This design comes from an exercise in tuning for small area and a short achievable clock period on the open sky130 flow, not from production work.
Function was checked by simulation only, so behaviour that the tests miss may differ from the original.
Power is estimated from default activity; no workload was simulated.

Setup of tundra:
==> flow/design.v <==
module dp_ram #(
    DATA_WIDTH = 32,
    ADDR_WIDTH = 32) (
    input  logic clkIn,
    input  logic wrEnIn,
    input  logic [ADDR_WIDTH-1:0] wrAddrIn,
    input  logic [DATA_WIDTH-1:0] wrDataIn,
    input  logic [ADDR_WIDTH-1:0] rdAddrIn,
    output logic [DATA_WIDTH-1:0] rdDataOut);
    localparam DEPTH = 1 << ADDR_WIDTH;
    logic [DEPTH-1:0][DATA_WIDTH-1:0] dataR;
    logic [DATA_WIDTH-1:0] rdDataR;
    always @(posedge clkIn) begin
        if (wrEnIn) begin
            dataR[wrAddrIn] <= wrDataIn;
        end
        rdDataR <= dataR[rdAddrIn];
    end
    assign rdDataOut = rdDataR;
endmodule
module fifo #(
    DATA_WIDTH = 32,
    DEPTH      = 32,
    SKID       = 0) (
    input  logic clkIn,
    input  logic rstIn,
    input  logic wrValidIn,
    output logic wrConsentOut,
    input  logic [DATA_WIDTH-1:0] wrDataIn,
    output logic rdValidOut,
    input  logic rdConsentIn,
    output logic [DATA_WIDTH-1:0] rdDataOut);
    localparam MDEPTH = DEPTH - 1;               
    localparam NLO = 4;                          
    localparam NHI = (MDEPTH + NLO - 1) / NLO;   
    localparam LASTLO = (MDEPTH - 1) % NLO;
    localparam LASTHI = (MDEPTH - 1) / NLO;
    localparam CW = $clog2(DEPTH + 1);
    localparam HALF = DATA_WIDTH / 2;
    logic [DATA_WIDTH-1:0] headR;
    logic [DATA_WIDTH-1:0] memR [0:MDEPTH-1];
    logic [NLO-1:0] wrLoR, wrLoBR;
    logic [NHI-1:0] wrHiR, wrHiBR;
    logic [MDEPTH-1:0] rdSelR, rdSelBR;
    logic [CW-1:0] countR;
    logic rdValidR, wrConsentR, oneR;
    logic wr, rd, inc, dec, wrMem, rdMem, wrWrap, headLoad, consentNext;
    logic is2, is31, is32;
    logic [CW-1:0] countInc, countDec;
    logic [DATA_WIDTH-1:0] memOut;
    assign wr  = wrValidIn & wrConsentR;
    assign rd  = rdConsentIn & rdValidR;
    assign inc = wr & ~rd;
    assign dec = rd & ~wr;
    assign wrMem = wr & rdValidR & ~(rdConsentIn & oneR);
    assign rdMem = rd & ~oneR;
    assign wrWrap = wrLoR[LASTLO] & wrHiR[LASTHI];
    assign is2  = countR == CW'(2);
    assign is31 = countR == CW'(DEPTH - 1);
    assign is32 = countR == CW'(DEPTH);
    assign countInc = countR + 1'b1;
    assign countDec = countR - 1'b1;
    assign consentNext = inc ? ~is31 : (dec | ~is32);
    always_comb begin
        memOut = '0;
        for (int i = 0; i < MDEPTH; i++) begin
            memOut[HALF-1:0] = memOut[HALF-1:0] |
                (memR[i][HALF-1:0] & {HALF{rdSelR[i]}});
            memOut[DATA_WIDTH-1:HALF] = memOut[DATA_WIDTH-1:HALF] |
                (memR[i][DATA_WIDTH-1:HALF] & {(DATA_WIDTH-HALF){rdSelBR[i]}});
        end
    end
    always_ff @(posedge clkIn) begin
        if (rstIn) begin
            wrLoR      <= NLO'(1);
            wrHiR      <= NHI'(1);
            wrLoBR     <= NLO'(1);
            wrHiBR     <= NHI'(1);
            rdSelR     <= MDEPTH'(1);
            rdSelBR    <= MDEPTH'(1);
            countR     <= '0;
            rdValidR   <= 1'b0;
            wrConsentR <= 1'b0;
            oneR       <= 1'b0;
        end else begin
            if (wrMem) begin
                if (wrWrap) begin
                    wrLoR  <= NLO'(1);
                    wrHiR  <= NHI'(1);
                    wrLoBR <= NLO'(1);
                    wrHiBR <= NHI'(1);
                end else begin
                    wrLoR  <= {wrLoR[NLO-2:0], wrLoR[NLO-1]};
                    wrLoBR <= {wrLoBR[NLO-2:0], wrLoBR[NLO-1]};
                    if (wrLoR[NLO-1]) begin
                        wrHiR  <= {wrHiR[NHI-2:0], wrHiR[NHI-1]};
                        wrHiBR <= {wrHiBR[NHI-2:0], wrHiBR[NHI-1]};
                    end
                end
            end
            if (rdMem) begin
                rdSelR  <= {rdSelR[MDEPTH-2:0], rdSelR[MDEPTH-1]};
                rdSelBR <= {rdSelBR[MDEPTH-2:0], rdSelBR[MDEPTH-1]};
            end
            wrConsentR <= consentNext;
            if (inc) begin
                countR     <= countInc;
                rdValidR   <= 1'b1;
                oneR       <= ~rdValidR;
            end else if (dec) begin
                countR     <= countDec;
                rdValidR   <= ~oneR;
                oneR       <= is2;
            end
        end
    end
    assign headLoad = ~rdValidR | (rdConsentIn & oneR);
    always_ff @(posedge clkIn) begin
        if (rstIn)
            headR <= '0;
        else if (headLoad)
            headR <= wrDataIn;
        else if (rdConsentIn)
            headR <= memOut;
    end
    for (genvar i = 0; i < MDEPTH; i++) begin : g_mem
        always_ff @(posedge clkIn) begin
            if (wrConsentR && wrLoR[i % NLO] && wrHiR[i / NLO])
                memR[i][HALF-1:0] <= wrDataIn[HALF-1:0];
            if (wrConsentR && wrLoBR[i % NLO] && wrHiBR[i / NLO])
                memR[i][DATA_WIDTH-1:HALF] <= wrDataIn[DATA_WIDTH-1:HALF];
        end
    end
    assign rdValidOut = rdValidR;
    assign wrConsentOut = wrConsentR;
    assign rdDataOut = headR;
endmodule
Settings: LEC_CHECK=0, CAP_MARGIN=20, CORE_MARGIN=2, CORE_UTILIZATION=65, CTS_CLUSTER_DIAMETER=90, CTS_CLUSTER_SIZE=28, SETUP_SLACK_MARGIN=2.4, SLEW_MARGIN=20; clock period 4.5 ns.
run.sh (not shown) runs the stock make flow with config.mk's settings and CLKGATE_MAP_FILE= SYNTH_SCRIPT=/design/flow/synth_recipe.tcl, a recipe that flattens the netlist after the stock synthesis.
For fjord, these inputs were changed with respect to tundra:
--- a/flow/design.v
+++ b/flow/design.v
@@ -36,14 +36,14 @@
     localparam LASTLO = (MDEPTH - 1) % NLO;
     localparam LASTHI = (MDEPTH - 1) / NLO;
     localparam CW = $clog2(DEPTH + 1);
     localparam HALF = DATA_WIDTH / 2;
     logic [DATA_WIDTH-1:0] headR;
     logic [DATA_WIDTH-1:0] memR [0:MDEPTH-1];
-    logic [NLO-1:0] wrLoR, wrLoBR;
-    logic [NHI-1:0] wrHiR, wrHiBR;
+    logic [NLO-1:0] wrLoR;
+    logic [NHI-1:0] wrHiR;
     logic [MDEPTH-1:0] rdSelR, rdSelBR;
     logic [CW-1:0] countR;
     logic rdValidR, wrConsentR, oneR;
     logic wr, rd, inc, dec, wrMem, rdMem, wrWrap, headLoad, consentNext;
     logic is2, is31, is32;
     logic [CW-1:0] countInc, countDec;
@@ -71,34 +71,27 @@
         end
     end
     always_ff @(posedge clkIn) begin
         if (rstIn) begin
             wrLoR      <= NLO'(1);
             wrHiR      <= NHI'(1);
-            wrLoBR     <= NLO'(1);
-            wrHiBR     <= NHI'(1);
             rdSelR     <= MDEPTH'(1);
             rdSelBR    <= MDEPTH'(1);
             countR     <= '0;
             rdValidR   <= 1'b0;
             wrConsentR <= 1'b0;
             oneR       <= 1'b0;
         end else begin
             if (wrMem) begin
                 if (wrWrap) begin
-                    wrLoR  <= NLO'(1);
-                    wrHiR  <= NHI'(1);
-                    wrLoBR <= NLO'(1);
-                    wrHiBR <= NHI'(1);
+                    wrLoR <= NLO'(1);
+                    wrHiR <= NHI'(1);
                 end else begin
-                    wrLoR  <= {wrLoR[NLO-2:0], wrLoR[NLO-1]};
-                    wrLoBR <= {wrLoBR[NLO-2:0], wrLoBR[NLO-1]};
-                    if (wrLoR[NLO-1]) begin
-                        wrHiR  <= {wrHiR[NHI-2:0], wrHiR[NHI-1]};
-                        wrHiBR <= {wrHiBR[NHI-2:0], wrHiBR[NHI-1]};
-                    end
+                    wrLoR <= {wrLoR[NLO-2:0], wrLoR[NLO-1]};
+                    if (wrLoR[NLO-1])
+                        wrHiR <= {wrHiR[NHI-2:0], wrHiR[NHI-1]};
                 end
             end
             if (rdMem) begin
                 rdSelR  <= {rdSelR[MDEPTH-2:0], rdSelR[MDEPTH-1]};
                 rdSelBR <= {rdSelBR[MDEPTH-2:0], rdSelBR[MDEPTH-1]};
             end
@@ -123,15 +116,13 @@
         else if (rdConsentIn)
             headR <= memOut;
     end
     for (genvar i = 0; i < MDEPTH; i++) begin : g_mem
         always_ff @(posedge clkIn) begin
             if (wrConsentR && wrLoR[i % NLO] && wrHiR[i / NLO])
-                memR[i][HALF-1:0] <= wrDataIn[HALF-1:0];
-            if (wrConsentR && wrLoBR[i % NLO] && wrHiBR[i / NLO])
-                memR[i][DATA_WIDTH-1:HALF] <= wrDataIn[DATA_WIDTH-1:HALF];
+                memR[i] <= wrDataIn;
         end
     end
     assign rdValidOut = rdValidR;
     assign wrConsentOut = wrConsentR;
     assign rdDataOut = headR;
 endmodule
Findings:
[compare] base=tundra new=fjord: worst setup margin shows a reduction of 130 ps; count of clock buffers in the final design shows a reduction of 1; combinational cell fraction of total power shows an increase of 0.2 points; final design area excluding fillers shows a reduction of 480 um2.
Status | fjord and tundra | clean
Relative to tundra, utilization of the core after routing has gone up in fjord.
Changes observed in fjord relative to tundra: die area saw a decrease; placement-stage worst setup slack went down by 110 ps.

[what the ideal ports hide]
The results above use ideal ports. As a check the final layouts listed here were re-extracted and re-timed, cells and wires unchanged. Step 1 sets driving cells, clkbuf_16 on the clock port and buf_2 on the other inputs (assumed; they add their load-dependent delay and slew). Step 2 moves the port delays by t, midway between the first and last clock arrival at a register: inputs arrive t later, outputs are due t later. That takes back most of the time a late clock gives input paths. Slacks: no drivers / after step 1 / after step 2; pairs: no drivers / after step 1.
run | t, ns | setup slack, ns | latest minus earliest clock arrival (ns) | worst slew at a driven data input, ns
tundra | 0.702 | 2.394 / 2.329 / 1.660 | 0.036 / 0.036 | 0.16
fjord | 0.698 | 2.265 / 2.225 / 1.668 | 0.038 / 0.039 | 0.11
After both steps every run listed still meets setup and hold. The setup slack of tundra, which loses most, moves by -0.065 ns with the drivers and by -0.734 ns with both steps.
